Source: an optimization exercise on an open RTL-to-GDS flow (aim: small area, a short achievable clock period and few clock cycles per item). Production flows keep margins and buffers that such runs may drop. In this exercise RTL edits were held to simulation tests only and were not proved equivalent to the original. Power and IR drop assume default switching activity.

==> flow/design.v, too long to show whole: its modules and the start of the top module <==
// module dot: 1170 lines
// module dot_fa: 4 lines
module dot(input logic clk, input logic rst_n,
          output logic slave_waitrequest,
          input logic [3:0] slave_address,
          input logic slave_read, output logic [31:0] slave_readdata,
          input logic slave_write, input logic [31:0] slave_writedata,
          input logic master_waitrequest,
          output logic [31:0] master_address,
          output logic master_read, input logic [31:0] master_readdata, input logic master_readdatavalid,
          output logic master_write, output logic [31:0] master_writedata);
  // ...
==> flow/flow/run.sh <==
#!/bin/bash
export SETUP_SLACK_MARGIN=7
bash standard.sh > standard.log 2>&1
==> flow/standard.sh <==
#!/bin/bash
# synth_recipe.tcl (not shown) runs the flow's synth.tcl, then flattens the netlist and writes it again
# the make line also repeats each setting of config.mk as NAME=value (left out here)
make -C /OpenROAD-flow-scripts/flow DESIGN_CONFIG=/design/flow/config.mk WORK_HOME=/design/flow/orfs CLKGATE_MAP_FILE= SYNTH_SCRIPT=/design/flow/synth_recipe.tcl "${@:-finish}"
==> flow/config.mk <==
export PLATFORM = sky130hd
export DESIGN_NAME = dot
export DESIGN_NICKNAME = dot
export VERILOG_FILES = /design/flow/design.v
export SDC_FILE = /design/flow/constraint.sdc
export NUM_CORES = 4
export LEC_CHECK = 0
export CAP_MARGIN = 20
export CORE_MARGIN = 2
export CORE_UTILIZATION = 55
export PLACE_DENSITY = 0.7
export SLEW_MARGIN = 20
export SYNTH_HIERARCHICAL = 1
export SYNTH_MINIMUM_KEEP_SIZE = 0
==> flow/constraint.sdc <==
create_clock -name core_clock -period 11.0 [get_ports {clk}]
set_input_delay 2.2000 -clock core_clock [delete_from_list [all_inputs] [get_ports {clk}]]
set_output_delay 2.2000 -clock core_clock [all_outputs]
set_load 0.01 [all_outputs]
==> summary.md, run 1 <==
| Metric | Value |
|---|---|
| Fin. Hold Viols | `0` |
| Initial antenna violation count | `1` |
| Crit Path Category | `register to register` |
| Multi-input combinational area share | `0.592` |
| Worst path bufs/invs | `1` |
| Cell Int Power | `4.81 mW` |
| P_leak | `10.1 nW` |
| Top cells by area, synth | `fa_1 25%, dfxtp_1 20%, xnor2_1 10%, edfxtp_1 7.6%, a22oi_1 7.3%` |
| Worst Setup EP | `ac_m_n[1]` |
| Antenna diodes | `0` |
| Top Layer Used | `met5` |
| Max Cap Viol | `0` |
| Stages on the worst setup path | `10` |
| CP delay by family, top | `adder cells` |
| Worst r2r path cells | `10` |
| Final WS setup | `6970 ps` |
| # fillers | `3,726` |
| Status | `no timing/DRC/antenna violations` |
| Power per cell area | `312 nW/µm²` |
| Syn Inst Count | `2,595` |
| Max incr delay on CP | `510 ps` |
| Resize count post-CTS | `26` |
| Switch Pwr | `4.28 mW` |
| Fin nets | `3,115` |
| Layout clock area frac | `0.0422` |
| Die area | `48,000 µm²` |
| FFs w/ async S/R, synth | `0` |
| WL met2 | `37,300 µm` |
| Sequential share of cell area | `0.246` |
| Vias per cell | `6.50` |
| Tcrit/Tclk final | `0.366` |
| Vias in the first global route | `21,300` |
| Worst-Skew Late Latency | `570 ps` |
| Largest family of logic cells by synthesized area | `adder cells` |
| #FFs+latches synth | `324` |
| CTS max path bufs | `3` |
Testbench counts, summed over its fixed seeds: cycles 91,778, items 45,420.
==> run 2: changes to the inputs <==
==> flow/flow/run.sh (replaced) <==
#!/bin/bash
export SETUP_SLACK_MARGIN=7.2
bash standard.sh > standard.log 2>&1
==> run 2 against run 1 <==
Net effect: flip-flop and latch count unchanged; worst hold slack better by 1.8 ps; clock-buffer cell count unchanged; combinational power up 5.0%; non-clock buffer count up 43; wire length up 2.9%; fmax up 4.8%; synthesized cell count unchanged; first-iteration DRC count down 2.6%; clock skew down 9.1 ps; critical path depth down 1.
==> summary.md, run 2 <==
| Metric | Value |
|---|---|
| Seq/Total Area, Yosys | `0.280 (unchanged)` |
| Row Count | `78 (unchanged)` |
| Die area | `48,000 µm² (unchanged)` |
| Routed wire per std cell | `27.0 µm (was 26.6 µm)` |
| Fmax | `0.260 GHz (was 0.248 GHz)` |
| Biggest area consumer among synthesized cells | `fa_1 (unchanged)` |
| Cell with the most instances after synthesis | `fa_1 (unchanged)` |
| Gpl congestion | `0.974 (unchanged)` |
| Slew headroom | `0.354 (was 0.341)` |
| Die H | `219 µm (unchanged)` |
| Fin nets | `3,158 (was 3,115)` |
| Most frequent cells in the layout | `289 x fa_1, 283 x xnor2_1, 242 x nand2_1 (was 320 x fa_1, 287 x xnor2_1, 248 x a22oi_1)` |
| Pin count of the biggest net entering global routing | `62 (was 66)` |
| Gr ovfl total | `0 (unchanged)` |
| CTS max path bufs | `3 (unchanged)` |
| Unique cell type count in the Yosys netlist | `70 (unchanged)` |
| Tcrit/Tclk final | `0.349 (was 0.366)` |
| Vias per cell | `6.55 (was 6.50)` |
| Clk slew on worst S/H paths | `60 ps (about the same)` |
| Worst EP required | `11,490 ps (was 11,450 ps)` |
| Ports | `173 (unchanged)` |
| TritonRoute pass-1 iters | `9 (was 7)` |
| DRT iter0 DRCs | `2,893 (was 2,970)` |
| Area fraction of the dominant cell type after synthesis | `0.253 (unchanged)` |
| Die width | `219 µm (unchanged)` |
| TritonCTS buffer count | `38 (unchanged)` |
| Most common cell after layout, fill and taps aside | `fa_1 (unchanged)` |
| Routed Antenna Nets | `0 (unchanged)` |
| Post-route minimum period | `3840 ps (was 4030 ps)` |
| Root Buffer | `clkbuf_16 (unchanged)` |
| Post-layout total power | `9.42 mW (was 9.09 mW)` |
| Final setup fails | `0 (unchanged)` |
| First-pass GRT wire length | `132,000 µm (was 129,000 µm)` |
| VDD IR max | `0.258 mV (was 0.238 mV)` |
| Hold buffer count at cts | `0 (unchanged)` |
| CP max FO | `5 (was 32)` |
| Initial Util | `0.559 (unchanged)` |
| Post-Syn Area | `25,400 µm² (unchanged)` |
| #FFs+latches synth | `324 (unchanged)` |
| Synth Area per Inst | `9.80 µm² (unchanged)` |
| Synth top cells by count | `322 x fa_1, 290 x xnor2_1, 260 x dfxtp_1 (unchanged)` |
| FFs w/ async S/R, synth | `0 (unchanged)` |
| Initial antenna violation count | `0 (was 1)` |
| GRT Overall Usage | `0.371 (was 0.359)` |
| Fin. Hold Viols | `0 (unchanged)` |
| Post-synth EDFFs | `64 (unchanged)` |
| FF-to-FF setup slack | `7160 ps (was 6970 ps)` |
| Via count | `21,900 (was 21,500)` |
| Yosys Warn Count | `7 (unchanged)` |
| Worst EP arrival | `4340 ps (was 4470 ps)` |
| Most used DFF post-synth | `dfxtp_1 (unchanged)` |
| H-tree Lvls | `2 (unchanged)` |
| P_leak | `10.5 nW (was 10.1 nW)` |
| Final design utilization | `0.664 (was 0.642)` |
| DRT Wirelength | `90,400 µm (was 87,900 µm)` |
| Top cells by area, synth | `fa_1 25%, dfxtp_1 20%, xnor2_1 10%, edfxtp_1 7.6%, a22oi_1 7.3% (unchanged)` |
| Final setup skew | `21.1 ps (was 30.2 ps)` |
| Port bufs | `139 (unchanged)` |
| Crit Path Category | `register to register (unchanged)` |
| Power per cell area | `312 nW/µm² (about the same)` |
| Worst Hold Class | `register to register (unchanged)` |
| Startpoint Class | `register (unchanged)` |
| Worst-Margin Slew | `967 ps (was 988 ps)` |
| Core ar. | `45,500 µm² (unchanged)` |
| RSZ-0062 raised after global routing | `yes (unchanged)` |
| Final HPWL DP | `59,300 µm (unchanged)` |
| Element type at the critical path end | `register (unchanged)` |
| Max Cap Viol | `0 (unchanged)` |
| Antenna diodes | `0 (unchanged)` |
| Share of cells above drive strength 1 | `0.142 (was 0.0812)` |
| Setup TNS | `0 ps (unchanged)` |
| Vias in the first global route | `21,800 (was 21,300)` |
| Clock Sinks | `324 (unchanged)` |
| Syn Inst Count | `2,595 (unchanged)` |
| Synthesis-to-layout area growth | `18.8% (was 14.8%)` |
| Worst-Skew Late Latency | `570 ps (about the same)` |
| DRC violations left | `0 (unchanged)` |
| CTS tree | `yes (unchanged)` |
| Status | `no timing/DRC/antenna violations (unchanged)` |
| Slew Limit Fails | `0 (unchanged)` |
==> run 2: per-layer routing <==
| metal | GRT usage | up-vias | part of all wire |
|---|---|---|---|
| met3 | 0.135 | 364 | 0.14 |
| met5 | 0 | - | 0 |
| met1 | 0.502 | 10800 | 0.38 |
| met4 | 0.170 | 0 | 0.056 |
| met2 | 0.530 | 1736 | 0.42 |
| li1 | - | 9017 | - |
==> run 2: cells by family (layout without fill, tap and decap cells) <==
kind of cell,after synthesis,after routing,share of synthesized area
and+or+nand+nor,642,642,0.115
buffers and inverters,325,401,0.0551
xor gates and xnor gates,306,306,0.105
muxes,53,53,0.0217
DFF,324,324,0.280
other,2,82,0.000295
AOI/OAI and AO/OA,585,585,0.151
adders and majority gates,358,358,0.271
==> run 2: worst paths after layout <==
path / cells after the start / startpoint / to
setup / recovery: 9 / wr[23] / ac_x_n[12]
hold / removal: 2 / xbase[27] / xbase[27]
setup reg to reg: 9 / wr[23] / ac_x_n[12]
hold reg to reg: 2 / xbase[27] / xbase[27]
==> run 2: per-stage QoR <==
stage / setup slack, ps / area (µm²) / hold slack [ps] / cells
detailed placement: 5420 / 27000 / 446 / 3175
CTS: 7110 / 29500 / 454 / 3319
global placement: 5490 / 27000 / 440 / 3175
global route: 7090 / 30200 / 467 / 3351
floorplan: 7230 / 25700 / 433 / 2675
finish: 7160 / 30200 / 453 / 3351
==> run 2: critical path, stage by stage (launching register included) <==
cell and delay [ps]:
edfxtp_1 570, a22oi_1 320, xnor2_1 140, fa_1 450, fa_1 500, fa_2 420, fa_1 520, fa_2 670
nor2_1 70, a21oi_1 110
==> run 2: power by group <==
group	total (mW)	internal [mW]	switching, mW
Combinational	6.32	2.76	3.56
Clock	1.27	0.752	0.518
Sequential	1.83	1.52	0.306
Total	9.42	5.04	4.38
==> run 2: layout make-up <==
type | instances | area, µm²
clock buffer | 56 | 1080
clock inverter | 9 | 153
fill | 3555 | 15300
inverter | 58 | 267
multi-input combinational | 2026 | 17600
sequential | 324 | 7270
tap | 600 | 751
timing repair buffer | 278 | 3150
==> run 2: timing repair <==
item | in CTS | in global routing
resized for setup | 134 | 104
pin swaps | 5 | 66
cloned | 5 | 2
endpoints found under the hold margin | 0 | 0
setup endpoints to repair | 234 | 119
setup buffers | 74 | 30
==> run 2: per-module statistics from Yosys (local to each module, per instance) <==
module	copies in the design	cells	area (µm²)
dot	1	2275	19000
dot_fa	320	1	20.0
==> run 3: changes to the inputs <==
--- a/flow/config.mk
+++ b/flow/config.mk
@@ -8,6 +8,8 @@
 export CAP_MARGIN = 20
 export CORE_MARGIN = 2
 export CORE_UTILIZATION = 55
+export CTS_CLUSTER_DIAMETER = 70
+export CTS_CLUSTER_SIZE = 22
 export PLACE_DENSITY = 0.7
 export SLEW_MARGIN = 20
 export SYNTH_HIERARCHICAL = 1
==> run 3 against run 2 <==
Net effect: non-clock buffer count rose by 1; highest routed layer is now met5; largest power group unchanged; global-route usage fell by 0.58 points; flip-flop and latch count unchanged; still clean on timing, DRC and antenna; fmax decreased by 0.24%.
==> summary.md, run 3 <==
| Metric | Value |
|---|---|
| Status | `no timing/DRC/antenna violations (unchanged)` |
| Gpl congestion | `0.974 (unchanged)` |
| VDD IR max | `0.266 mV (was 0.258 mV)` |
| CTS tree | `yes (unchanged)` |
| Fin nets | `3,145 (was 3,158)` |
| Unique cell type count in the Yosys netlist | `70 (unchanged)` |
| Startpoint Class | `register (unchanged)` |
| Via count | `21,800 (was 21,900)` |
| Worst-Margin Slew | `995 ps (was 967 ps)` |
| Post-synth EDFFs | `64 (unchanged)` |
| Synth Area per Inst | `9.80 µm² (unchanged)` |
| Clk slew on worst S/H paths | `90 ps (was 60 ps)` |
| Worst-Skew Late Latency | `580 ps (was 570 ps)` |
| Element type at the critical path end | `register (unchanged)` |
| Syn Inst Count | `2,595 (unchanged)` |
| Share of cells above drive strength 1 | `0.149 (was 0.142)` |
| Antenna diodes | `0 (unchanged)` |
| Slew headroom | `0.335 (was 0.354)` |
| Die width | `219 µm (unchanged)` |
| Most common cell after layout, fill and taps aside | `fa_1 (unchanged)` |
| Most frequent cells in the layout | `281 x fa_1, 275 x xnor2_1, 242 x nand2_1 (was 289 x fa_1, 283 x xnor2_1, 242 x nand2_1)` |
| Routed wire per std cell | `26.8 µm (was 27.0 µm)` |
| Fin. Hold Viols | `0 (unchanged)` |
| Seq/Total Area, Yosys | `0.280 (unchanged)` |
| Routed Antenna Nets | `0 (unchanged)` |
| Cell with the most instances after synthesis | `fa_1 (unchanged)` |
| Final setup fails | `0 (unchanged)` |
| Synth top cells by count | `322 x fa_1, 290 x xnor2_1, 260 x dfxtp_1 (unchanged)` |
| #FFs+latches synth | `324 (unchanged)` |
| Post-Syn Area | `25,400 µm² (unchanged)` |
| Most used DFF post-synth | `dfxtp_1 (unchanged)` |
| CTS max path bufs | `3 (unchanged)` |
| Top cells by area, synth | `fa_1 25%, dfxtp_1 20%, xnor2_1 10%, edfxtp_1 7.6%, a22oi_1 7.3% (unchanged)` |
| Initial Util | `0.559 (unchanged)` |
| FFs w/ async S/R, synth | `0 (unchanged)` |
| Slew Limit Fails | `0 (unchanged)` |
| Setup TNS | `0 ps (unchanged)` |
| Hold buffer count at cts | `0 (unchanged)` |
| Fmax | `0.260 GHz (about the same)` |
| Power per cell area | `304 nW/µm² (was 312 nW/µm²)` |
| Synthesis-to-layout area growth | `18.0% (was 18.8%)` |
| Final HPWL DP | `59,300 µm (unchanged)` |
| Tcrit/Tclk final | `0.350 (was 0.349)` |
| Worst Hold Class | `register to register (unchanged)` |
| Final setup skew | `30.6 ps (was 21.1 ps)` |
| Crit Path Category | `register to register (unchanged)` |
| Biggest area consumer among synthesized cells | `fa_1 (unchanged)` |
| Vias per cell | `6.53 (was 6.55)` |
| Max Cap Viol | `0 (unchanged)` |
| Ports | `173 (unchanged)` |
| Post-layout total power | `9.11 mW (was 9.42 mW)` |
| Die area | `48,000 µm² (unchanged)` |
| Root Buffer | `clkbuf_16 (unchanged)` |
| Port bufs | `139 (unchanged)` |
| CP max FO | `17 (was 5)` |
| Die H | `219 µm (unchanged)` |
| Core ar. | `45,500 µm² (unchanged)` |
| DRT iter0 DRCs | `2,909 (was 2,893)` |
| Placed Instance Area | `27,000 µm² (unchanged)` |
| TritonCTS buffer count | `24 (was 38)` |
| Worst EP arrival | `4330 ps (was 4340 ps)` |
| Initial antenna violation count | `3 (was 0)` |
| Row Count | `78 (unchanged)` |
| TritonRoute pass-1 iters | `7 (was 9)` |
| DRT Wirelength | `89,300 µm (was 90,400 µm)` |
| DRC violations left | `0 (unchanged)` |
| First-pass GRT wire length | `131,000 µm (was 132,000 µm)` |
| Gr ovfl total | `0 (unchanged)` |
| H-tree Lvls | `1 (was 2)` |
| GRT Overall Usage | `0.365 (was 0.371)` |
| Clock Sinks | `324 (unchanged)` |
| RSZ-0062 raised after global routing | `yes (unchanged)` |
| Area fraction of the dominant cell type after synthesis | `0.253 (unchanged)` |
| Final Instance Area | `30,000 µm² (was 30,200 µm²)` |
| Worst EP required | `11,480 ps (was 11,490 ps)` |
| P_leak | `10.4 nW (was 10.5 nW)` |
| Vias in the first global route | `21,500 (was 21,800)` |
| Pin count of the biggest net entering global routing | `62 (unchanged)` |
| Yosys Warn Count | `7 (unchanged)` |
| Post-route minimum period | `3850 ps (was 3840 ps)` |
==> run 3: critical path, stage by stage, from the launching register on <==
cell,delay [ps]
dfxtp_4,410
buf_12,190
o21ai_1,130
xnor2_2,410
fa_1,490
fa_1,480
fa_1,400
fa_1,520
fa_2,490
o22ai_2,180
nor2_1,50
==> run 3: final timing paths <==
path	depth (start not counted)	slack [ps]	start	to
setup / recovery	10	7150	bone[0]	ac_m_n[1]
hold / removal	2	460	wbase[17]	wbase[17]
setup reg to reg	10	7150	bone[0]	ac_m_n[1]
hold reg to reg	2	460	wbase[17]	wbase[17]
==> run 3: stage by stage <==
step                std cells  worst slack, ps  hold WS [ps]   util
floorplan                2675             7230           433      -
global placement         3175             5490           440  0.593
detailed placement       3175             5420           446  0.593
CTS                      3302             7130           458  0.640
global route             3331             7110           471  0.660
finish                   3331             7150           456  0.660
==> run 3: modules after synthesis (local to each module, per instance) <==
| module | cell area, µm² | cells inside | times used |
|---|---|---|---|
| dot | 19000 | 2275 | 1 |
| dot_fa | 20.0 | 1 | 320 |
==> run 3: power breakdown <==
part,total (mW),internal (mW),switching (mW)
Sequential,1.82,1.52,0.300
Clock,0.977,0.484,0.493
Combinational,6.31,2.77,3.54
Total,9.11,4.77,4.34
==> run 3: logic make-up after synthesis <==
kind of cell	Yosys count	synth area share
other	2	0.000295
adders and majority gates	358	0.271
xor gates and xnor gates	306	0.105
AOI/OAI and AO/OA	585	0.151
and+or+nand+nor	642	0.115
DFF	324	0.280
muxes	53	0.0217
buffers and inverters	325	0.0551
==> run 3: timing repair <==
item / in CTS / in global routing
setup buffers: 79 / 27
setup endpoints to repair: 233 / 117
gates resized for setup: 138 / 134
pin swaps: 6 / 76
cloned: 4 / 2
==> run 3: area by class of cell <==
cell class | instances | area, µm²
fillers | 3566 | 15500
clock inverters | 14 | 215
repair buffers | 279 | 3150
inverters | 58 | 267
multi-input cells | 2026 | 17700
flip-flops and latches | 324 | 7270
clock buffers | 30 | 664
well taps | 600 | 751
==> run 3: per-layer routing <==
| layer | global-route usage | vias to the layer above | wire [µm] |
|---|---|---|---|
| li1 | - | 8992 | - |
| met1 | 0.498 | 10700 | 33700 |
| met5 | 0 | - | 26 |
| met2 | 0.528 | 1725 | 38100 |
| met3 | 0.122 | 313 | 13000 |
| met4 | 0.162 | 4 | 4560 |
==> run 4: changes to the inputs <==
==> flow/flow/run.sh (replaced) <==
#!/bin/bash
export SETUP_SLACK_MARGIN=7
bash standard.sh > standard.log 2>&1
--- a/flow/config.mk
+++ b/flow/config.mk
@@ -5,6 +5,7 @@
 export SDC_FILE = /design/flow/constraint.sdc
 export NUM_CORES = 4
 export LEC_CHECK = 0
+export ABC_AREA = 1
 export CAP_MARGIN = 20
 export CORE_MARGIN = 2
 export CORE_UTILIZATION = 55
==> run 4 against run 3 <==
Net effect: still clean; non-clock buffer count is 27 lower; critical path depth is 2 higher; total power is 9.0% higher; fmax is 7.3% lower; utilization is 0.72 points lower; sequential power is 2% lower; flip-flop and latch count stayed put; combinational power is 11% higher; worst hold slack hardly changed; die area is 0.38% higher; critical endpoint is now ac_m_n[4].
==> summary.md, run 4 <==
| Metric | Value |
|---|---|
| Worst Hold Class | `register to register (unchanged)` |
| Most frequent cells in the layout | `370 x nand2_1, 307 x o22ai_1, 282 x fa_1 (was 281 x fa_1, 275 x xnor2_1, 242 x nand2_1)` |
| Vias per cell | `6.21 (was 6.53)` |
| Worst-Margin Slew | `859 ps (was 995 ps)` |
| Biggest area consumer among synthesized cells | `fa_1 (unchanged)` |
| CTS max path bufs | `3 (unchanged)` |
| Die area | `48,200 µm² (was 48,000 µm²)` |
| Final WS setup | `6840 ps (was 7150 ps)` |
| Hold buffer count at cts | `0 (unchanged)` |
| Routed Antenna Nets | `0 (unchanged)` |
| Power per cell area | `334 nW/µm² (was 304 nW/µm²)` |
| Critical-path top delay cell | `fa_2 (was fa_1)` |
| Synth Area per Inst | `8.88 µm² (was 9.80 µm²)` |
| Syn Inst Count | `2,875 (was 2,595)` |
| Ports | `173 (unchanged)` |
| Fin nets | `3,464 (was 3,145)` |
| Final Instance Area | `29,700 µm² (was 30,000 µm²)` |
| Most common cell on crit path | `fa_1 (unchanged)` |
| Share of cells above drive strength 1 | `0.109 (was 0.149)` |
| Gpl congestion | `1.02 (was 0.974)` |
| Element type at the critical path end | `register (unchanged)` |
| Setup TNS | `0 ps (unchanged)` |
| CP max FO | `31 (was 17)` |
| Worst EP arrival | `4700 ps (was 4330 ps)` |
| Seq/Total Area, Yosys | `0.279 (was 0.280)` |
| P_leak | `11.4 nW (was 10.4 nW)` |
| Pre-CTS setup slack | `6410 ps (was 5420 ps)` |
| Top cells by area, synth | `fa_1 25%, dfxtp_1 20%, xor2_1 9.5%, o22ai_1 8.3%, edfxtp_1 7.5% (was fa_1 25%, dfxtp_1 20%, xnor2_1 10%, edfxtp_1 7.6%, a22oi_1 7.3%)` |
| Vias in the first global route | `22,400 (was 21,500)` |
| Most used DFF post-synth | `dfxtp_1 (unchanged)` |
| Max Cap Viol | `0 (unchanged)` |
| Placed Instance Area | `27,200 µm² (was 27,000 µm²)` |
| Routed wire per std cell | `25.0 µm (was 26.8 µm)` |
| CTS tree | `yes (unchanged)` |
| Pin count of the biggest net entering global routing | `65 (was 62)` |
| H-tree Lvls | `1 (unchanged)` |
| VDD IR max | `0.311 mV (was 0.266 mV)` |
| GRT Overall Usage | `0.377 (was 0.365)` |
| Initial antenna violation count | `1 (was 3)` |
| Area fraction of the dominant cell type after synthesis | `0.252 (was 0.253)` |
| CP delay by family, top | `adder cells (unchanged)` |
| Fmax | `0.241 GHz (was 0.260 GHz)` |
| TritonRoute pass-1 iters | `8 (was 7)` |
| Finished Layout Cells | `3,654 (was 3,331)` |
| Root Buffer | `clkbuf_16 (unchanged)` |
| Total placed cells including tap cells | `3,516 (was 3,175)` |
| Post-route minimum period | `4160 ps (was 3850 ps)` |
| Synth top cells by count | `371 x nand2_1, 340 x o22ai_1, 322 x fa_1 (was 322 x fa_1, 290 x xnor2_1, 260 x dfxtp_1)` |
| Fin. Hold Viols | `0 (unchanged)` |
| Initial Util | `0.560 (was 0.559)` |
| Critical Path, Cell by Cell | `inv_1 > buf_8 > o22ai_1 > xor2_1 > fa_1 > fa_1 > fa_1 > fa_1 > fa_2 > o22ai_1 > o21bai_1 > inv_1 (was buf_12 > o21ai_1 > xnor2_2 > fa_1 > fa_1 > fa_1 > fa_1 > fa_2 > o22ai_2 > nor2_1)` |
| Port bufs | `139 (unchanged)` |
| Startpoint Class | `register (unchanged)` |
| Antenna diodes | `0 (unchanged)` |
| DRT iter0 DRCs | `2,950 (was 2,909)` |
| Most common cell after layout, fill and taps aside | `nand2_1 (was fa_1)` |
| Final setup skew | `19.9 ps (was 30.6 ps)` |
| #FFs+latches synth | `324 (unchanged)` |
| Cell with the most instances after synthesis | `nand2_1 (was fa_1)` |
| Tcrit/Tclk final | `0.378 (was 0.350)` |
| Gr ovfl total | `0 (unchanged)` |
| Worst path bufs/invs | `3 (was 1)` |
| FFs w/ async S/R, synth | `0 (unchanged)` |
| # fillers | `3,686 (was 3,566)` |
| Worst-Skew Late Latency | `600 ps (was 580 ps)` |
| Clk slew on worst S/H paths | `90 ps (about the same)` |
| Clock Sinks | `324 (unchanged)` |
| DRC violations left | `0 (unchanged)` |
| Slew headroom | `0.426 (was 0.335)` |
| Core ar. | `45,600 µm² (was 45,500 µm²)` |
| Multi-input combinational cell area | `17,000 µm² (was 17,700 µm²)` |
| Die width | `219 µm (about the same)` |
| TritonCTS buffer count | `28 (was 24)` |
| Status | `no timing/DRC/antenna violations (unchanged)` |
| Final setup fails | `0 (unchanged)` |
| Yosys Warn Count | `7 (unchanged)` |
| Post-Syn Area | `25,500 µm² (was 25,400 µm²)` |
| Synthesis-to-layout area growth | `16.5% (was 18.0%)` |
| First-pass GRT wire length | `135,000 µm (was 131,000 µm)` |
| Crit Path Category | `register to register (unchanged)` |
| RSZ-0062 raised after global routing | `yes (unchanged)` |
| Max incr delay on CP | `640 ps (was 520 ps)` |
| Die H | `219 µm (about the same)` |
| Reg area | `7140 µm² (was 7270 µm²)` |
| Unique cell type count in the Yosys netlist | `46 (was 70)` |
| Post-synth EDFFs | `64 (unchanged)` |
| Row Count | `78 (unchanged)` |
| Slew Limit Fails | `0 (unchanged)` |
| Final HPWL DP | `63,700 µm (was 59,300 µm)` |
| Via count | `22,700 (was 21,800)` |
| DRT Wirelength | `91,400 µm (was 89,300 µm)` |
| Worst EP required | `11,550 ps (was 11,480 ps)` |
## run 4: changes by cell type in the layout (fill, tap and decap cells not counted), moves of 36 or more
cell,previous run,this run
nand2_1,242,370
xor2_1,16,265
a21oi_1,156,64
dfxtp_1,181,253
o22ai_1,47,307
nand2b_1,36,0
dfxtp_2,61,7
o21ai_0,52,145
nand3_1,50,86
a22oi_1,215,14
xnor2_1,275,3
nor2_1,192,238
inv_1,47,279
## run 4: tightest hold or removal path, cell delays in order, from the launching register on
cell	delay, ps
dfxtp_1	300
inv_1	60
a21oi_1	60
## run 4: kinds of logic after synthesis
kind of cell,synth area share
AO/OA/AOI/OAI,0.144
XOR/XNOR,0.0964
adder cells (fa/ha/maj),0.270
buffers and inverters,0.0858
flip-flops,0.279
multiplexers,0.000392
other,0.000294
AND/OR/NAND/NOR,0.123
## run 4: worst paths after layout
| path | startpoint | endpoint | slack (ps) | depth (start not counted) |
|---|---|---|---|---|
| setup / recovery | btwo[2] | ac_m_n[4] | 6840 | 12 |
| hold / removal | wbase[30] | wbase[30] | 460 | 2 |
| setup reg to reg | btwo[2] | ac_m_n[4] | 6840 | 12 |
| hold reg to reg | wbase[30] | wbase[30] | 460 | 2 |
## run 4: final cells by class
class / count / share of cell area
timing repair buffer: 252 / 0.0839
inverter: 329 / 0.0462
clock buffer: 32 / 0.0248
sequential: 324 / 0.240
multi-input combinational: 2097 / 0.570
clock inverter: 20 / 0.00972
tap: 600 / 0.0252
## run 4: layer usage
metal	up-vias	track usage	part of all wire
met5	-	0.00208	0
met4	0	0.166	0.058
met3	411	0.113	0.13
met2	1662	0.574	0.44
met1	11000	0.500	0.38
li1	9644	-	-
## run 4: per-module statistics from Yosys, one instance, submodules excluded
module  flops+latches  cells  area, µm²
dot               324   2555      19100
dot_fa              0      1       20.0
## run 4: report_power, final
| part | internal (mW) | switching (mW) | leakage (nW) |
|---|---|---|---|
| Sequential | 1.51 | 0.270 | 2.74 |
| Clock | 0.552 | 0.564 | 0.493 |
| Combinational | 3.15 | 3.88 | 8.14 |
## run 4: what timing repair did
action | CTS | global route
setup buffers | 63 | 21
pin swaps | 6 | 39
gates resized for setup | 46 | 126
setup endpoints to repair | 67 | 79
## run 4: metrics by stage
step / power, mW / hold slack (ps) / utilization
finish: 9.93 / 456 / 0.652
global route: 10.4 / 495 / 0.652
CTS: 9.38 / 458 / 0.636
detailed placement: 8.14 / 445 / 0.597
global placement: 7.99 / 445 / 0.597
floorplan: 5.74 / 392 / -
==> run 5: changes to the inputs <==
--- a/flow/config.mk
+++ b/flow/config.mk
@@ -5,7 +5,6 @@
 export SDC_FILE = /design/flow/constraint.sdc
 export NUM_CORES = 4
 export LEC_CHECK = 0
-export ABC_AREA = 1
 export CAP_MARGIN = 20
 export CORE_MARGIN = 2
 export CORE_UTILIZATION = 55
==> run 5 against run 4 <==
Net effect: design area decreased by 3.1%; final cell count down 10%; fmax grew 3.8%; sequential power barely moved; non-clock buffer count shrank 16; synthesized cell count shrank 9.7%; largest cell class unchanged.
==> summary.md, run 5 <==
| Metric | Value |
|---|---|
| Worst r2r path cells | `10 (was 12)` |
| CTS max path bufs | `3 (unchanged)` |
| Antenna diodes | `0 (unchanged)` |
| Initial antenna violation count | `0 (was 1)` |
| Area fraction of the dominant cell type after synthesis | `0.253 (was 0.252)` |
| Top cells by area, synth | `fa_1 25%, dfxtp_1 20%, xnor2_1 10%, edfxtp_1 7.6%, a22oi_1 7.3% (was fa_1 25%, dfxtp_1 20%, xor2_1 9.5%, o22ai_1 8.3%, edfxtp_1 7.5%)` |
| First-pass GRT wire length | `127,000 µm (was 135,000 µm)` |
| Max Cap Viol | `0 (unchanged)` |
| Post-synth EDFFs | `64 (unchanged)` |
| Most common cell after layout, fill and taps aside | `fa_1 (was nand2_1)` |
| CP delay by family, top | `adder cells (unchanged)` |
| Status | `no timing/DRC/antenna violations (unchanged)` |
| Critical Path, Cell by Cell | `buf_8 > o21ai_0 > xnor2_2 > fa_1 > fa_1 > fa_1 > fa_1 > fa_1 > o22ai_1 > nor2_1 (was inv_1 > buf_8 > o22ai_1 > xor2_1 > fa_1 > fa_1 > fa_1 > fa_1 > fa_2 > o22ai_1 > o21bai_1 > inv_1)` |
| Worst EP arrival | `4480 ps (was 4700 ps)` |
| Worst Hold Class | `register to register (unchanged)` |
| Slew headroom | `0.348 (was 0.426)` |
| Hold slack | `456 ps (about the same)` |
| Die H | `219 µm (about the same)` |
| Root Buffer | `clkbuf_16 (unchanged)` |
| DRT Wirelength | `86,200 µm (was 91,400 µm)` |
| Post-route minimum period | `4010 ps (was 4160 ps)` |
| TritonRoute pass-1 iters | `8 (unchanged)` |
| Synthesis-to-layout area growth | `13.4% (was 16.5%)` |
| Unique cell type count in the Yosys netlist | `70 (was 46)` |
| VDD IR max | `0.237 mV (was 0.311 mV)` |
| Fmax | `0.250 GHz (was 0.241 GHz)` |
| Yosys Warn Count | `7 (unchanged)` |
| Slew Limit Fails | `0 (unchanged)` |
| P_leak | `9.91 nW (was 11.4 nW)` |
| Worst EP required | `11,480 ps (was 11,550 ps)` |
| Via count | `21,200 (was 22,700)` |
| Biggest area consumer among synthesized cells | `fa_1 (unchanged)` |
| Die width | `219 µm (about the same)` |
| Worst R2R Start | `btwo[0] (was btwo[2])` |
| Power per cell area | `303 nW/µm² (was 334 nW/µm²)` |
| Setup TNS | `0 ps (unchanged)` |
| Worst-Margin Slew | `979 ps (was 859 ps)` |
| RSZ-0062 raised after global routing | `yes (unchanged)` |
| Initial Util | `0.559 (was 0.560)` |
| Final design utilization | `0.634 (was 0.652)` |
| Final setup fails | `0 (unchanged)` |
| Seq/Total Area, Yosys | `0.280 (was 0.279)` |
| #FFs+latches synth | `324 (unchanged)` |
| Final setup skew | `32.8 ps (was 19.9 ps)` |
| Gr ovfl total | `0 (unchanged)` |
| Hold buffer count at cts | `0 (unchanged)` |
| DRC violations left | `0 (unchanged)` |
| Element type at the critical path end | `register (unchanged)` |
| Most common cell on crit path | `fa_1 (unchanged)` |
| TritonCTS buffer count | `24 (was 28)` |
| Cell with the most instances after synthesis | `fa_1 (was nand2_1)` |
| Worst Setup EP | `ac_m_n[1] (was ac_m_n[4])` |
| Most used DFF post-synth | `dfxtp_1 (unchanged)` |
| Most frequent cells in the layout | `320 x fa_1, 287 x xnor2_1, 248 x a22oi_1 (was 370 x nand2_1, 307 x o22ai_1, 282 x fa_1)` |
| Fin nets | `3,102 (was 3,464)` |
| Fin. Hold Viols | `0 (unchanged)` |
| # fillers | `3,765 (was 3,686)` |
| Pin count of the biggest net entering global routing | `66 (was 65)` |
| R2R Path End | `ac_m_n[1] (was ac_m_n[4])` |
| H-tree Lvls | `1 (unchanged)` |
| FFs w/ async S/R, synth | `0 (unchanged)` |
| Syn Inst Count | `2,595 (was 2,875)` |
| Core ar. | `45,500 µm² (was 45,600 µm²)` |
| Port bufs | `139 (unchanged)` |
| Post-Syn Area | `25,400 µm² (was 25,500 µm²)` |
| Worst path bufs/invs | `1 (was 3)` |
| Stages on the worst setup path | `10 (was 12)` |
| Max incr delay on CP | `510 ps (was 640 ps)` |
| Ports | `173 (unchanged)` |
| Worst setup startpoint | `btwo[0] (was btwo[2])` |
| Gpl congestion | `0.974 (was 1.02)` |
| Routed Antenna Nets | `0 (unchanged)` |
| Startpoint Class | `register (unchanged)` |
| FF-to-FF setup slack | `6990 ps (was 6840 ps)` |
| CP max FO | `32 (was 31)` |
| Worst-Skew Late Latency | `580 ps (was 600 ps)` |
| Critical-path top delay cell | `fa_1 (was fa_2)` |
| Clock Sinks | `324 (unchanged)` |
| Die area | `48,000 µm² (was 48,200 µm²)` |
| Synth Area per Inst | `9.80 µm² (was 8.88 µm²)` |
| Final HPWL DP | `59,300 µm (was 63,700 µm)` |
| CTS tree | `yes (unchanged)` |
| Crit Path Category | `register to register (unchanged)` |
| Routed wire per std cell | `26.2 µm (was 25.0 µm)` |
| Vias per cell | `6.45 (was 6.21)` |
| Synth top cells by count | `322 x fa_1, 290 x xnor2_1, 260 x dfxtp_1 (was 371 x nand2_1, 340 x o22ai_1, 322 x fa_1)` |
| Vias in the first global route | `21,000 (was 22,400)` |
| Row Count | `78 (unchanged)` |
| Tcrit/Tclk final | `0.364 (was 0.378)` |
| Clk slew on worst S/H paths | `90 ps (about the same)` |
| DRT iter0 DRCs | `2,804 (was 2,950)` |
| Share of cells above drive strength 1 | `0.0781 (was 0.109)` |
| GRT Overall Usage | `0.353 (was 0.377)` |
[run 5: changes by cell type after synthesis, sizes merged, moves of 36 or more]
| cell | change |
|---|---|
| a21oi | +92 |
| a22oi | +234 |
| xnor2 | +287 |
| xor2 | -262 |
| clkbuf | +68 |
| nor2 | -51 |
| o21ai | -102 |
| nand3 | -36 |
| nand2 | -131 |
| nand2b | +38 |
| o22ai | -290 |
| inv | -270 |
[run 5: timing repair]
item,4_1_cts,5_1_grt
cloned,0,2
pin swaps,0,3
endpoints found under the setup margin,137,85
buffers inserted,54,12
gates resized for setup,24,38
endpoints found under the hold margin,0,0
[run 5: layout make-up]
type                       count  area [µm²]  share of cell area
clock buffer                  30         664              0.0230
clock inverter                14         215             0.00746
inverter                      58         258             0.00894
multi-input combinational   2026       17300               0.600
sequential                   324        7170               0.249
tap                          600         751              0.0260
timing repair buffer         236        2480              0.0860
[run 5: power breakdown]
part / total, mW / leakage [nW] / internal (mW) / switching, mW
sequential: 1.80 / 2.74 / 1.49 / 0.308
combinational: 5.95 / 6.74 / 2.55 / 3.39
clock: 0.976 / 0.421 / 0.484 / 0.492
total: 8.72 / 9.91 / 4.53 / 4.19
[run 5: per-layer routing]
| layer | vias up | track usage | part of all wire |
|---|---|---|---|
| met4 | 2 | 0.145 | 0.046 |
| met3 | 267 | 0.100 | 0.14 |
| met5 | - | 0 | 0.00089 |
| met1 | 10500 | 0.495 | 0.39 |
| met2 | 1579 | 0.514 | 0.43 |
| li1 | 8898 | - | - |
[run 5: Yosys stat by module (local to each module, per instance)]
module / flops+latches / cells inside / cell area [µm²] / copies in the design
dot_fa: 0 / 1 / 20.0 / 320
dot: 324 / 2275 / 19000 / 1
[run 5: cell families (layout without fill, tap and decap cells)]
family / count (synthesis) / after routing / synth area share
flip-flops: 324 / 324 / 0.280
AND/OR/NAND/NOR: 642 / 642 / 0.115
buffers and inverters: 325 / 338 / 0.0551
multiplexers: 53 / 53 / 0.0217
adder cells (fa/ha/maj): 358 / 358 / 0.271
other: 2 / 82 / 0.000295
XOR/XNOR: 306 / 306 / 0.105
AO/OA/AOI/OAI: 585 / 585 / 0.151
[run 5: how the worst min path moves through the flow]
stage	to	from	cells past startpoint	slack, ps
global placement	wbase[13]	wbase[13]	2	440
global route	wbase[8]	wbase[8]	2	470
floorplan	wbase[10]	wbase[10]	2	430
finish	wbase[17]	wbase[17]	2	460
detailed placement	xbase[27]	xbase[27]	2	450
CTS	xbase[27]	xbase[27]	2	460
[run 5: worst register-to-register path, cell delays in order (launching register included)]
cell,delay (ps)
dfxtp_1,370
buf_8,280
o21ai_0,200
xnor2_2,420
fa_1,490
fa_1,480
fa_1,400
fa_1,510
fa_1,490
o22ai_1,230
nor2_1,60
[run 5: per-stage QoR]
stage	total power, mW	std cells	worst slack (ps)	area (µm²)
floorplan	5.08	2675	7230	25700
CTS	8.50	3273	6900	28500
finish	8.72	3288	6990	28800
global route	9.14	3288	6950	28800
detailed placement	7.49	3175	5420	27000
global placement	7.38	3175	5490	27000
==> run 6: changes to the inputs <==
--- a/flow/config.mk
+++ b/flow/config.mk
@@ -7,10 +7,10 @@
 export LEC_CHECK = 0
 export CAP_MARGIN = 20
 export CORE_MARGIN = 2
-export CORE_UTILIZATION = 55
+export CORE_UTILIZATION = 65
 export CTS_CLUSTER_DIAMETER = 70
 export CTS_CLUSTER_SIZE = 22
-export PLACE_DENSITY = 0.7
+export PLACE_DENSITY = 0.8
 export SLEW_MARGIN = 20
 export SYNTH_HIERARCHICAL = 1
 export SYNTH_MINIMUM_KEEP_SIZE = 0
==> run 6 against run 5 <==
Net effect: final cell count fell by 2.0%; register-to-register slack got worse by 60 ps; fmax fell by 1.4%; worst setup slack got worse by 58 ps; worst hold slack barely moved; first-iteration DRC count rose by 16%; sequential power barely moved; synthesized cell count did not move; clock skew fell by 11 ps; sequential share of layout area barely moved; highest routed layer unchanged.
==> summary.md, run 6 <==
| Metric | Value |
|---|---|
| Status | `no timing/DRC/antenna violations (unchanged)` |
| Die width | `202 µm (was 219 µm)` |
| Biggest area consumer among synthesized cells | `fa_1 (unchanged)` |
| Syn Inst Count | `2,595 (unchanged)` |
| Hold slack | `456 ps (about the same)` |
| Final setup skew | `21.5 ps (was 32.8 ps)` |
| Final design utilization | `0.746 (was 0.634)` |
| Port bufs | `139 (unchanged)` |
| Routed Antenna Nets | `0 (unchanged)` |
| Post-synth EDFFs | `64 (unchanged)` |
| Gpl congestion | `0.994 (was 0.974)` |
| Largest family of logic cells by synthesized area | `adder cells (unchanged)` |
| Most frequent cells in the layout | `315 x fa_1, 286 x xnor2_1, 248 x a22oi_1 (was 320 x fa_1, 287 x xnor2_1, 248 x a22oi_1)` |
| DRT Wirelength | `86,400 µm (was 86,200 µm)` |
| VDD IR max | `0.254 mV (was 0.237 mV)` |
| Worst EP required | `11,460 ps (was 11,480 ps)` |
| Clk slew on worst S/H paths | `90 ps (about the same)` |
| Share of cells above drive strength 1 | `0.0851 (was 0.0781)` |
| Multi-input combinational cell area | `17,300 µm² (about the same)` |
| #FFs+latches synth | `324 (unchanged)` |
| Most common cell on crit path | `fa_1 (unchanged)` |
| Clock Sinks | `324 (unchanged)` |
| Worst EP arrival | `4520 ps (was 4480 ps)` |
| CTS tree | `yes (unchanged)` |
| Vias in the first global route | `21,400 (was 21,000)` |
| GRT Overall Usage | `0.408 (was 0.353)` |
| Finished Layout Cells | `3,222 (was 3,288)` |
| DRT iter0 DRCs | `3,265 (was 2,804)` |
| Post-layout total power | `8.67 mW (was 8.72 mW)` |
| Synth top cells by count | `322 x fa_1, 290 x xnor2_1, 260 x dfxtp_1 (unchanged)` |
| Worst R2R Start | `wr[31] (was btwo[0])` |
| Initial Util | `0.658 (was 0.559)` |
| Fmax | `0.246 GHz (was 0.250 GHz)` |
| Synthesis-to-layout area growth | `13.4% (about the same)` |
| Power per cell area | `301 nW/µm² (was 303 nW/µm²)` |
| Die H | `202 µm (was 219 µm)` |
| Slew headroom | `0.373 (was 0.348)` |
| Most used DFF post-synth | `dfxtp_1 (unchanged)` |
| Row Count | `72 (was 78)` |
| Placed Instance Area | `26,800 µm² (was 27,000 µm²)` |
| Critical-path top delay cell | `fa_1 (unchanged)` |
| Post-synthesis mux area share | `0.0217 (unchanged)` |
| Max Cap Viol | `0 (unchanged)` |
| Worst-Margin Slew | `941 ps (was 979 ps)` |
| Pre-CTS setup slack | `5440 ps (was 5420 ps)` |
| Startpoint Class | `register (unchanged)` |
| Synth Area in Simple Gates | `0.115 (unchanged)` |
| Via count | `21,900 (was 21,200)` |
| Final Instance Area | `28,800 µm² (about the same)` |
| Final setup fails | `0 (unchanged)` |
| Root Buffer | `clkbuf_16 (unchanged)` |
| Synth Area per Inst | `9.80 µm² (unchanged)` |
| Routed wire per std cell | `26.8 µm (was 26.2 µm)` |
| Seq/Total Area, Yosys | `0.280 (unchanged)` |
| Worst-Skew Late Latency | `560 ps (was 580 ps)` |
| Gr ovfl total | `0 (unchanged)` |
| Fin. Hold Viols | `0 (unchanged)` |
| Setup TNS | `0 ps (unchanged)` |
| HP Start | `wbase[31] (was wbase[17])` |
| Post-Syn Area | `25,400 µm² (unchanged)` |
| Tcrit/Tclk final | `0.369 (was 0.364)` |
| Post-synthesis compound-gate area fraction | `0.151 (unchanged)` |
| Ports | `173 (unchanged)` |
| Vias per cell | `6.79 (was 6.45)` |
| Die area | `40,700 µm² (was 48,000 µm²)` |
| Crit Path Category | `register to register (unchanged)` |
| Element type at the critical path end | `register (unchanged)` |
| Post-route minimum period | `4060 ps (was 4010 ps)` |
| Final HPWL DP | `57,600 µm (was 59,300 µm)` |
| Unique cell type count in the Yosys netlist | `70 (unchanged)` |
| First-pass GRT wire length | `126,000 µm (was 127,000 µm)` |
| Final WS setup | `6940 ps (was 6990 ps)` |
| Yosys Warn Count | `7 (unchanged)` |
| H-tree Lvls | `1 (unchanged)` |
| Fin nets | `3,120 (was 3,102)` |
| FFs w/ async S/R, synth | `0 (unchanged)` |
| CTS max path bufs | `3 (unchanged)` |
| CP delay by family, top | `adder cells (unchanged)` |
| Worst Hold Class | `register to register (unchanged)` |
| P_leak | `9.97 nW (was 9.91 nW)` |
| TritonCTS buffer count | `23 (was 24)` |
| # fillers | `2,659 (was 3,765)` |
| CP max FO | `16 (was 32)` |
| Area fraction of the dominant cell type after synthesis | `0.253 (unchanged)` |
| DRC violations left | `0 (unchanged)` |
| Initial antenna violation count | `2 (was 0)` |
| Top cells by area, synth | `fa_1 25%, dfxtp_1 20%, xnor2_1 10%, edfxtp_1 7.6%, a22oi_1 7.3% (unchanged)` |
| Antenna diodes | `0 (unchanged)` |
| Reg area | `7170 µm² (unchanged)` |
| Worst path bufs/invs | `1 (unchanged)` |
| Critical Path, Cell by Cell | `buf_4 > o21ai_0 > xnor2_2 > fa_1 > fa_1 > fa_1 > fa_1 > fa_1 > o22ai_1 > nor2_1 (was buf_8 > o21ai_0 > xnor2_2 > fa_1 > fa_1 > fa_1 > fa_1 > fa_1 > o22ai_1 > nor2_1)` |
| Most common cell after layout, fill and taps aside | `fa_1 (unchanged)` |
| Total placed cells including tap cells | `3,093 (was 3,175)` |
| RSZ-0062 raised after global routing | `yes (unchanged)` |
| Max incr delay on CP | `540 ps (was 510 ps)` |
| TritonRoute pass-1 iters | `8 (unchanged)` |
| Hold buffer count at cts | `0 (unchanged)` |
| Pin count of the biggest net entering global routing | `66 (unchanged)` |
| Worst setup startpoint | `wr[31] (was btwo[0])` |
| Core ar. | `38,600 µm² (was 45,500 µm²)` |
| Cell with the most instances after synthesis | `fa_1 (unchanged)` |
| Post-Synth Adder-Cell Area | `0.271 (unchanged)` |
| Slew Limit Fails | `0 (unchanged)` |
| XOR/XNOR Fraction of Synth Area | `0.105 (unchanged)` |
## run 6: per-module statistics from Yosys (local to each module, per instance)
module	flip-flops and latches	area [µm²]	cells inside	times used
dot_fa	0	20.0	1	320
dot	324	19000	2275	1
## run 6: cell families (layout without fill, tap and decap cells)
group                      count (synthesis)  after routing
and+or+nand+nor                          642            642
AOI/OAI and AO/OA                        585            585
adders and majority gates                358            358
buffers and inverters                    325            354
DFF                                      324            324
xor gates and xnor gates                 306            306
muxes                                     53             53
other                                      2             82
## run 6: area by class of cell
type | instances | area share
Multi-Input combinational cell | 2026 | 0.600
Sequential cell | 324 | 0.249
Timing Repair Buffer | 255 | 0.0942
Tap cell | 518 | 0.0225
Clock buffer | 28 | 0.0206
Inverter | 58 | 0.00902
Clock inverter | 13 | 0.00508
## run 6: routing by layer
| metal | routed length (µm) | share of wire | global-route usage | vias up |
|---|---|---|---|---|
| li1 | - | - | - | 8934 |
| met1 | 31300 | 0.36 | 0.560 | 10500 |
| met2 | 36000 | 0.42 | 0.587 | 1937 |
| met3 | 13300 | 0.15 | 0.140 | 463 |
| met4 | 5830 | 0.067 | 0.183 | 4 |
| met5 | 28 | 0.00032 | 0 | - |
## run 6: report_power, final
part | total, mW | switching [mW] | leakage, nW | internal [mW]
Clock | 0.874 | 0.464 | 0.358 | 0.410
Combinational | 5.98 | 3.40 | 6.87 | 2.58
Sequential | 1.82 | 0.323 | 2.74 | 1.49
Total | 8.67 | 4.18 | 9.97 | 4.49
## run 6: what timing repair did
action / 4_1_cts / 5_1_grt
resized for setup: 27 / 36
gates cloned: 0 / 2
buffers inserted: 60 / 25
endpoints found under the setup margin: 129 / 122
pin swaps: 0 / 4
## run 6: final timing paths
path,to,slack (ps),depth (start not counted)
setup reg to reg,ac_m_n[3],6940,10
hold / removal,wbase[31],460,2
setup / recovery,ac_m_n[3],6940,10
hold reg to reg,wbase[31],460,2
## run 6: worst register-to-register path: stages (launching register included)
cell,delay [ps]
edfxtp_1,330
buf_4,280
o21ai_0,230
xnor2_2,490
fa_1,550
fa_1,480
fa_1,400
fa_1,510
fa_1,470
o22ai_1,180
nor2_1,60
==> run 7: changes to the inputs <==
--- a/flow/config.mk
+++ b/flow/config.mk
@@ -7,10 +7,11 @@
 export LEC_CHECK = 0
 export CAP_MARGIN = 20
 export CORE_MARGIN = 2
-export CORE_UTILIZATION = 65
+export CORE_UTILIZATION = 55
+export CTS_BUF_LIST = sky130_fd_sc_hd__clkbuf_8 sky130_fd_sc_hd__clkbuf_16
 export CTS_CLUSTER_DIAMETER = 70
 export CTS_CLUSTER_SIZE = 22
-export PLACE_DENSITY = 0.8
+export PLACE_DENSITY = 0.7
 export SLEW_MARGIN = 20
 export SYNTH_HIERARCHICAL = 1
 export SYNTH_MINIMUM_KEEP_SIZE = 0
==> run 7 against run 6 <==
Net effect: still clean; register-to-register slack gained 40 ps; die area grew 18%; wire length shrank 0.29%; combinational power is essentially flat; first-iteration DRC count shrank 14%; flip-flop and latch count is the same; synthesized cell count is the same; clock-buffer cell count shrank 1; worst setup slack gained 43 ps; utilization shrank 11 points; synthesized area is the same; critical endpoint is now ac_m_n[1]; largest cell class unchanged; largest power group unchanged.
==> summary.md, run 7 <==
| Metric | Value |
|---|---|
| Status | `no timing/DRC/antenna violations (unchanged)` |
| Startpoint Class | `register (unchanged)` |
| Clock Sinks | `324 (unchanged)` |
| Power per cell area | `303 nW/µm² (was 301 nW/µm²)` |
| Die area | `48,000 µm² (was 40,700 µm²)` |
| Fmax | `0.249 GHz (was 0.246 GHz)` |
| Die H | `219 µm (was 202 µm)` |
| Synth Area per Inst | `9.80 µm² (unchanged)` |
| Synthesis-to-layout area growth | `13.4% (about the same)` |
| Fin nets | `3,102 (was 3,120)` |
| Post-layout total power | `8.72 mW (was 8.67 mW)` |
| Fin. Hold Viols | `0 (unchanged)` |
| Die width | `219 µm (was 202 µm)` |
| TritonCTS buffer count | `24 (was 23)` |
| Post-route minimum period | `4020 ps (was 4060 ps)` |
| Gpl congestion | `0.974 (was 0.994)` |
| Vias per cell | `6.45 (was 6.79)` |
| First-pass GRT wire length | `127,000 µm (was 126,000 µm)` |
| Final setup fails | `0 (unchanged)` |
| Yosys Warn Count | `7 (unchanged)` |
| Worst EP required | `11,480 ps (was 11,460 ps)` |
| Finished Layout Cells | `3,288 (was 3,222)` |
| Pin count of the biggest net entering global routing | `66 (unchanged)` |
| DRC violations left | `0 (unchanged)` |
| GRT Overall Usage | `0.353 (was 0.408)` |
| Biggest area consumer among synthesized cells | `fa_1 (unchanged)` |
| H-tree Lvls | `1 (unchanged)` |
| Final setup skew | `31.7 ps (was 21.5 ps)` |
| CP max FO | `32 (was 16)` |
| Gr ovfl total | `0 (unchanged)` |
| RSZ-0062 raised after global routing | `yes (unchanged)` |
| VDD IR max | `0.236 mV (was 0.254 mV)` |
| Most used DFF post-synth | `dfxtp_1 (unchanged)` |
| Clk slew on worst S/H paths | `90 ps (about the same)` |
| Final HPWL DP | `59,300 µm (was 57,600 µm)` |
| Worst-Margin Slew | `993 ps (was 941 ps)` |
| Routed Antenna Nets | `0 (unchanged)` |
| Top cells by area, synth | `fa_1 25%, dfxtp_1 20%, xnor2_1 10%, edfxtp_1 7.6%, a22oi_1 7.3% (unchanged)` |
| Synth top cells by count | `322 x fa_1, 290 x xnor2_1, 260 x dfxtp_1 (unchanged)` |
| Routed wire per std cell | `26.2 µm (was 26.8 µm)` |
| Row Count | `78 (was 72)` |
| Antenna diodes | `0 (unchanged)` |
| FFs w/ async S/R, synth | `0 (unchanged)` |
| Post-synth EDFFs | `64 (unchanged)` |
| Ports | `173 (unchanged)` |
| #FFs+latches synth | `324 (unchanged)` |
| Port bufs | `139 (unchanged)` |
| Post-Syn Area | `25,400 µm² (unchanged)` |
| Core ar. | `45,500 µm² (was 38,600 µm²)` |
| DRT iter0 DRCs | `2,804 (was 3,265)` |
| Worst Hold Class | `register to register (unchanged)` |
| Slew Limit Fails | `0 (unchanged)` |
| CTS max path bufs | `3 (unchanged)` |
| Total placed cells including tap cells | `3,175 (was 3,093)` |
| TritonRoute pass-1 iters | `8 (unchanged)` |
| P_leak | `9.92 nW (was 9.97 nW)` |
| DRT Wirelength | `86,200 µm (was 86,400 µm)` |
| Most frequent cells in the layout | `320 x fa_1, 287 x xnor2_1, 248 x a22oi_1 (was 315 x fa_1, 286 x xnor2_1, 248 x a22oi_1)` |
| Initial antenna violation count | `0 (was 2)` |
| Area fraction of the dominant cell type after synthesis | `0.253 (unchanged)` |
| Hold buffer count at cts | `0 (unchanged)` |
| Cell with the most instances after synthesis | `fa_1 (unchanged)` |
| Most common cell after layout, fill and taps aside | `fa_1 (unchanged)` |
| Root Buffer | `clkbuf_16 (unchanged)` |
| Hold slack | `456 ps (about the same)` |
| Via count | `21,200 (was 21,900)` |
| Max Cap Viol | `0 (unchanged)` |
| Initial Util | `0.559 (was 0.658)` |
| Crit Path Category | `register to register (unchanged)` |
| CTS tree | `yes (unchanged)` |
| Element type at the critical path end | `register (unchanged)` |
| Worst-Skew Late Latency | `580 ps (was 560 ps)` |
| Tcrit/Tclk final | `0.365 (was 0.369)` |
| Setup TNS | `0 ps (unchanged)` |
| Slew headroom | `0.338 (was 0.373)` |
| Vias in the first global route | `21,000 (was 21,400)` |
| Share of cells above drive strength 1 | `0.0781 (was 0.0851)` |
| Syn Inst Count | `2,595 (unchanged)` |
| Seq/Total Area, Yosys | `0.280 (unchanged)` |
| Worst EP arrival | `4500 ps (was 4520 ps)` |
| Unique cell type count in the Yosys netlist | `70 (unchanged)` |
-- run 7: cell counts after synthesis --
Identical to the previous run, type by type.
-- run 7: timing repair --
| item | in CTS | in global routing |
|---|---|---|
| setup endpoints to repair | 137 | 85 |
| gates resized for setup | 24 | 38 |
| buffers inserted | 54 | 12 |
| gates cloned | 0 | 2 |
| pin swaps | 0 | 3 |
-- run 7: worst paths after layout --
| check | from | end | slack, ps | cells after the start |
|---|---|---|---|---|
| worst min register to register | wbase[17] | wbase[17] | 460 | 2 |
| worst min-delay path | wbase[17] | wbase[17] | 460 | 2 |
| worst max-delay path | btwo[0] | ac_m_n[1] | 6980 | 10 |
| worst max register to register | btwo[0] | ac_m_n[1] | 6980 | 10 |
-- run 7: per-stage QoR --
| step | util | area [µm²] | setup slack (ps) |
|---|---|---|---|
| after detailed placement | 0.593 | 27000 | 5420 |
| after floorplan | - | 25700 | 7230 |
| after CTS | 0.627 | 28500 | 6900 |
| after global placement | 0.593 | 27000 | 5490 |
| after global routing | 0.634 | 28800 | 6950 |
| final | 0.634 | 28800 | 6980 |
-- run 7: logic make-up (layout without fill, tap and decap cells) --
family	Yosys count	in the layout	synth area share
other	2	82	0.000295
adder cells (fa/ha/maj)	358	358	0.271
AO/OA/AOI/OAI	585	585	0.151
XOR/XNOR	306	306	0.105
buffers and inverters	325	338	0.0551
multiplexers	53	53	0.0217
flip-flops	324	324	0.280
AND/OR/NAND/NOR	642	642	0.115
-- run 7: report_power, final --
| part | total, mW | leakage, nW | switching (mW) | internal [mW] |
|---|---|---|---|---|
| Combinational | 5.95 | 6.74 | 3.40 | 2.55 |
| Clock | 0.974 | 0.433 | 0.493 | 0.482 |
| Sequential | 1.80 | 2.74 | 0.308 | 1.49 |
-- run 7: worst max-delay path: stages (launching register included) --
cell	delay (ps)
dfxtp_1	370
buf_8	280
o21ai_0	190
xnor2_2	420
fa_1	490
fa_1	480
fa_1	400
fa_1	510
fa_1	490
o22ai_1	230
nor2_1	60
-- run 7: layout make-up --
| type | count | area (µm²) |
|---|---|---|
| Sequential cell | 324 | 7170 |
| Multi-Input combinational cell | 2026 | 17300 |
| Clock buffer | 27 | 653 |
| Clock inverter | 17 | 226 |
| Tap cell | 600 | 751 |
| Fill cell | 3765 | 16600 |
| Inverter | 58 | 258 |
| Timing Repair Buffer | 236 | 2480 |
-- run 7: modules after synthesis (local to each module, per instance) --
module  flip-flops and latches  cells
dot                        324   2275
dot_fa                       0      1
-- run 7: layer usage --
layer  share of wire  routed length [µm]  track usage  vias up
li1                -                   -            -     8905
met1            0.39               33800        0.495    10500
met2            0.43               36700        0.514     1551
met3            0.13               11600        0.100      264
met4           0.047                4010        0.145        2
met5         0.00089                  77            0        -
==> run 8: changes to the inputs <==
--- a/flow/config.mk
+++ b/flow/config.mk
@@ -8,9 +8,8 @@
 export CAP_MARGIN = 20
 export CORE_MARGIN = 2
 export CORE_UTILIZATION = 55
-export CTS_BUF_LIST = sky130_fd_sc_hd__clkbuf_8 sky130_fd_sc_hd__clkbuf_16
-export CTS_CLUSTER_DIAMETER = 70
-export CTS_CLUSTER_SIZE = 22
+export CTS_CLUSTER_DIAMETER = 60
+export CTS_CLUSTER_SIZE = 28
 export PLACE_DENSITY = 0.7
 export SLEW_MARGIN = 20
 export SYNTH_HIERARCHICAL = 1
==> run 8 against run 7 <==
Net effect: still clean on timing, DRC and antenna; register-to-register slack better by 40 ps; synthesized area stayed put; design area up 0.43%; global-route usage up 0.19 points; clock skew increased by 5.6 ps; utilization grew 0.27 points; via count is essentially flat; combinational power is essentially flat; synthesized cell count unchanged; die area did not move; clock power increased by 13%; largest cell class unchanged; largest power group unchanged.
==> summary.md, run 8 <==
| Metric | Value |
|---|---|
| Status | `no timing/DRC/antenna violations (unchanged)` |
| Clock Sinks | `324 (unchanged)` |
| Post-synthesis mux area share | `0.0217 (unchanged)` |
| CP delay by family, top | `flip-flops (was adder cells)` |
| Most frequent cells in the layout | `321 x fa_1, 287 x xnor2_1, 248 x a22oi_1 (was 320 x fa_1, 287 x xnor2_1, 248 x a22oi_1)` |
| Final HPWL DP | `59,300 µm (unchanged)` |
| Synth top cells by count | `322 x fa_1, 290 x xnor2_1, 260 x dfxtp_1 (unchanged)` |
| VDD IR max | `0.239 mV (was 0.236 mV)` |
| GRT Overall Usage | `0.355 (was 0.353)` |
| Worst Hold Class | `register to register (unchanged)` |
| P_leak | `9.97 nW (was 9.92 nW)` |
| Post-synthesis compound-gate area fraction | `0.151 (unchanged)` |
| Setup TNS | `0 ps (unchanged)` |
| Row Count | `78 (unchanged)` |
| Element type at the critical path end | `primary output (was register)` |
| Gpl congestion | `0.974 (unchanged)` |
| Worst EP required | `8800 ps (was 11,480 ps)` |
| DRT Wirelength | `85,900 µm (was 86,200 µm)` |
| Die H | `219 µm (unchanged)` |
| Cell with the most instances after synthesis | `fa_1 (unchanged)` |
| First-pass GRT wire length | `128,000 µm (was 127,000 µm)` |
| Initial Util | `0.559 (unchanged)` |
| Pre-CTS setup slack | `5420 ps (unchanged)` |
| Routed Antenna Nets | `0 (unchanged)` |
| Post-route minimum period | `4060 ps (was 4020 ps)` |
| Slew Limit Fails | `0 (unchanged)` |
| Root Buffer | `clkbuf_16 (unchanged)` |
| Worst path bufs/invs | `1 (unchanged)` |
| Initial antenna violation count | `1 (was 0)` |
| Fmax | `0.246 GHz (was 0.249 GHz)` |
| Gr ovfl total | `0 (unchanged)` |
| Fin. Hold Viols | `0 (unchanged)` |
| Synthesis-to-layout area growth | `13.8% (was 13.4%)` |
| Most common cell after layout, fill and taps aside | `fa_1 (unchanged)` |
| Pin count of the biggest net entering global routing | `66 (unchanged)` |
| Clk slew on worst S/H paths | `80 ps (was 90 ps)` |
| Post-synth EDFFs | `64 (unchanged)` |
| FFs w/ async S/R, synth | `0 (unchanged)` |
| Startpoint Class | `register (unchanged)` |
| Max incr delay on CP | `590 ps (was 510 ps)` |
| RSZ-0062 raised after global routing | `yes (unchanged)` |
| DRC violations left | `0 (unchanged)` |
| Die width | `219 µm (unchanged)` |
| Core ar. | `45,500 µm² (unchanged)` |
| CTS max path bufs | `3 (unchanged)` |
| Vias per cell | `6.43 (was 6.45)` |
| Synth Area per Inst | `9.80 µm² (unchanged)` |
| Yosys Warn Count | `7 (unchanged)` |
| Area fraction of the dominant cell type after synthesis | `0.253 (unchanged)` |
| Final Instance Area | `29,000 µm² (was 28,800 µm²)` |
| Worst EP arrival | `1860 ps (was 4500 ps)` |
| Hold slack | `453 ps (was 456 ps)` |
| TritonRoute pass-1 iters | `6 (was 8)` |
| Power per cell area | `307 nW/µm² (was 303 nW/µm²)` |
| Final setup skew | `37.2 ps (was 31.7 ps)` |
| XOR/XNOR Fraction of Synth Area | `0.105 (unchanged)` |
| Post-Syn Area | `25,400 µm² (unchanged)` |
| Via count | `21,200 (about the same)` |
| CP max FO | `3 (was 32)` |
| Critical-path top delay cell | `dfxtp_1 (was fa_1)` |
| # fillers | `3,728 (was 3,765)` |
| Biggest area consumer among synthesized cells | `fa_1 (unchanged)` |
| Max Cap Viol | `0 (unchanged)` |
| Post-layout total power | `8.88 mW (was 8.72 mW)` |
| Final WS setup | `6940 ps (was 6980 ps)` |
| Worst-Skew Late Latency | `630 ps (was 580 ps)` |
| Largest family of logic cells by synthesized area | `adder cells (unchanged)` |
| Syn Inst Count | `2,595 (unchanged)` |
| Unique cell type count in the Yosys netlist | `70 (unchanged)` |
| Seq/Total Area, Yosys | `0.280 (unchanged)` |
| H-tree Lvls | `1 (unchanged)` |
| CTS tree | `yes (unchanged)` |
| Worst-Margin Slew | `979 ps (was 993 ps)` |
| Tcrit/Tclk final | `0.369 (was 0.365)` |
| Fin nets | `3,109 (was 3,102)` |
| Synth Area in Simple Gates | `0.115 (unchanged)` |
| Placed Instance Area | `27,000 µm² (unchanged)` |
| Ports | `173 (unchanged)` |
| TritonCTS buffer count | `28 (was 24)` |
| Top cells by area, synth | `fa_1 25%, dfxtp_1 20%, xnor2_1 10%, edfxtp_1 7.6%, a22oi_1 7.3% (unchanged)` |
| Share of cells above drive strength 1 | `0.0878 (was 0.0781)` |
| Slew headroom | `0.346 (was 0.338)` |
| Die area | `48,000 µm² (unchanged)` |
| #FFs+latches synth | `324 (unchanged)` |
| Routed wire per std cell | `26.0 µm (was 26.2 µm)` |
| Port bufs | `139 (unchanged)` |
| DRT iter0 DRCs | `2,791 (was 2,804)` |
| Critical Path, Cell by Cell | `nand2_1 > clkdlybuf4s50_1 (was buf_8 > o21ai_0 > xnor2_2 > fa_1 > fa_1 > fa_1 > fa_1 > fa_1 > o22ai_1 > nor2_1)` |
| Final setup fails | `0 (unchanged)` |
| Post-Synth Adder-Cell Area | `0.271 (unchanged)` |
| Most used DFF post-synth | `dfxtp_1 (unchanged)` |
| Crit Path Category | `register to primary output (was register to register)` |
| Vias in the first global route | `21,200 (was 21,000)` |
-- run 8: cell counts after synthesis --
No cell type changed its count.
-- run 8: cells by family (layout without fill, tap and decap cells) --
kind of cell,after synthesis,count (layout)
AOI/OAI and AO/OA,585,585
muxes,53,53
adders and majority gates,358,358
other,2,83
DFF,324,324
xor gates and xnor gates,306,306
and+or+nand+nor,642,642
buffers and inverters,325,349
-- run 8: Yosys stat by module, one instance, submodules excluded --
module  times used  cell area (µm²)  cells
dot_fa         320             20.0      1
dot              1            19000   2275
-- run 8: final cells by class --
class / count / area (µm²) / share of cell area
multi-input combinational: 2026 / 17300 / 0.597
sequential: 324 / 7190 / 0.248
timing repair buffer: 239 / 2450 / 0.0846
tap: 600 / 751 / 0.0259
clock buffer: 30 / 718 / 0.0248
clock inverter: 22 / 307 / 0.0106
inverter: 58 / 248 / 0.00856
antenna: 1 / 2.50 / 0.0000864
-- run 8: layer usage --
metal  track usage  wire length (µm)  share of wire
met1         0.490             33300           0.39
met3         0.107             11600           0.13
met5             0                10        0.00012
met2         0.516             37000           0.43
met4         0.154              3970          0.046
-- run 8: worst reg2reg max path, stage by stage (launching register included) --
cell	delay, ps
dfxtp_1	360
buf_8	270
o21ai_0	210
xnor2_2	420
fa_1	490
fa_1	480
fa_1	400
fa_1	510
fa_1	500
o22ai_1	220
nor2_1	50
-- run 8: worst paths after layout --
| path | startpoint | endpoint | cells after the start | slack (ps) |
|---|---|---|---|---|
| hold / removal | xbase[15] | xbase[15] | 2 | 450 |
| setup / recovery | as_m_n[0] | slave_readdata[16] | 2 | 6940 |
| setup reg to reg | btwo[0] | ac_m_n[1] | 10 | 7020 |
| hold reg to reg | xbase[15] | xbase[15] | 2 | 450 |
-- run 8: stage by stage --
| step | util | cells |
|---|---|---|
| finish | 0.637 | 3300 |
| global route | 0.637 | 3299 |
| CTS | 0.631 | 3288 |
| detailed placement | 0.593 | 3175 |
| global placement | 0.593 | 3175 |
| floorplan | - | 2675 |
-- run 8: timing repair --
item,CTS,global route
gates cloned,0,0
setup buffers,61,10
setup endpoints to repair,105,85
pin swaps,0,3
resized for setup,28,44
hold buffers,0,0
-- run 8: where the power goes --
part / internal [mW] / total (mW) / switching [mW]
combinational: 2.55 / 5.98 / 3.43
clock: 0.542 / 1.10 / 0.558
sequential: 1.50 / 1.80 / 0.305

-- separate check: timing with driven ports --
The results above use ideal ports. As a check the final layouts listed here were re-extracted and re-timed, cells and wires unchanged. Step 1 sets driving cells, clkbuf_16 on the clock port and buf_2 on the other inputs (assumed; they add their load-dependent delay and slew). Step 2, shift: input delay + t, output delay - t, t = (earliest + latest rising clock arrival at the registers) / 2. This alone moves slack from input paths to output paths. a / b / c = no drivers / after step 1 / after step 2; a / b = the first two.
| run | shift t [ns] | setup WS [ns] | slew at the worst register clock pin (ns) |
|---|---|---|---|
| run 1 | 0.611 | 6.972 / 6.949 / 6.425 | 0.06 / 0.06 |
| run 2 | 0.617 | 7.158 / 7.133 / 6.632 | 0.07 / 0.07 |
| run 3 | 0.626 | 7.149 / 7.149 / 6.654 | 0.09 / 0.09 |
| run 4 | 0.653 | 6.844 / 6.844 / 6.580 | 0.09 / 0.09 |
| run 5 | 0.623 | 6.995 / 6.944 / 6.425 | 0.09 / 0.09 |
| run 6 | 0.605 | 6.937 / 6.937 / 6.374 | 0.09 / 0.09 |
| run 7 | 0.623 | 6.980 / 6.934 / 6.421 | 0.09 / 0.09 |
| run 8 | 0.670 | 6.939 / 6.882 / 6.428 | 0.10 / 0.10 |
After both steps every run listed still meets setup and hold. For run 5, which loses most, drivers alone change the setup slack by -0.051 ns; drivers and shift together by -0.570 ns.
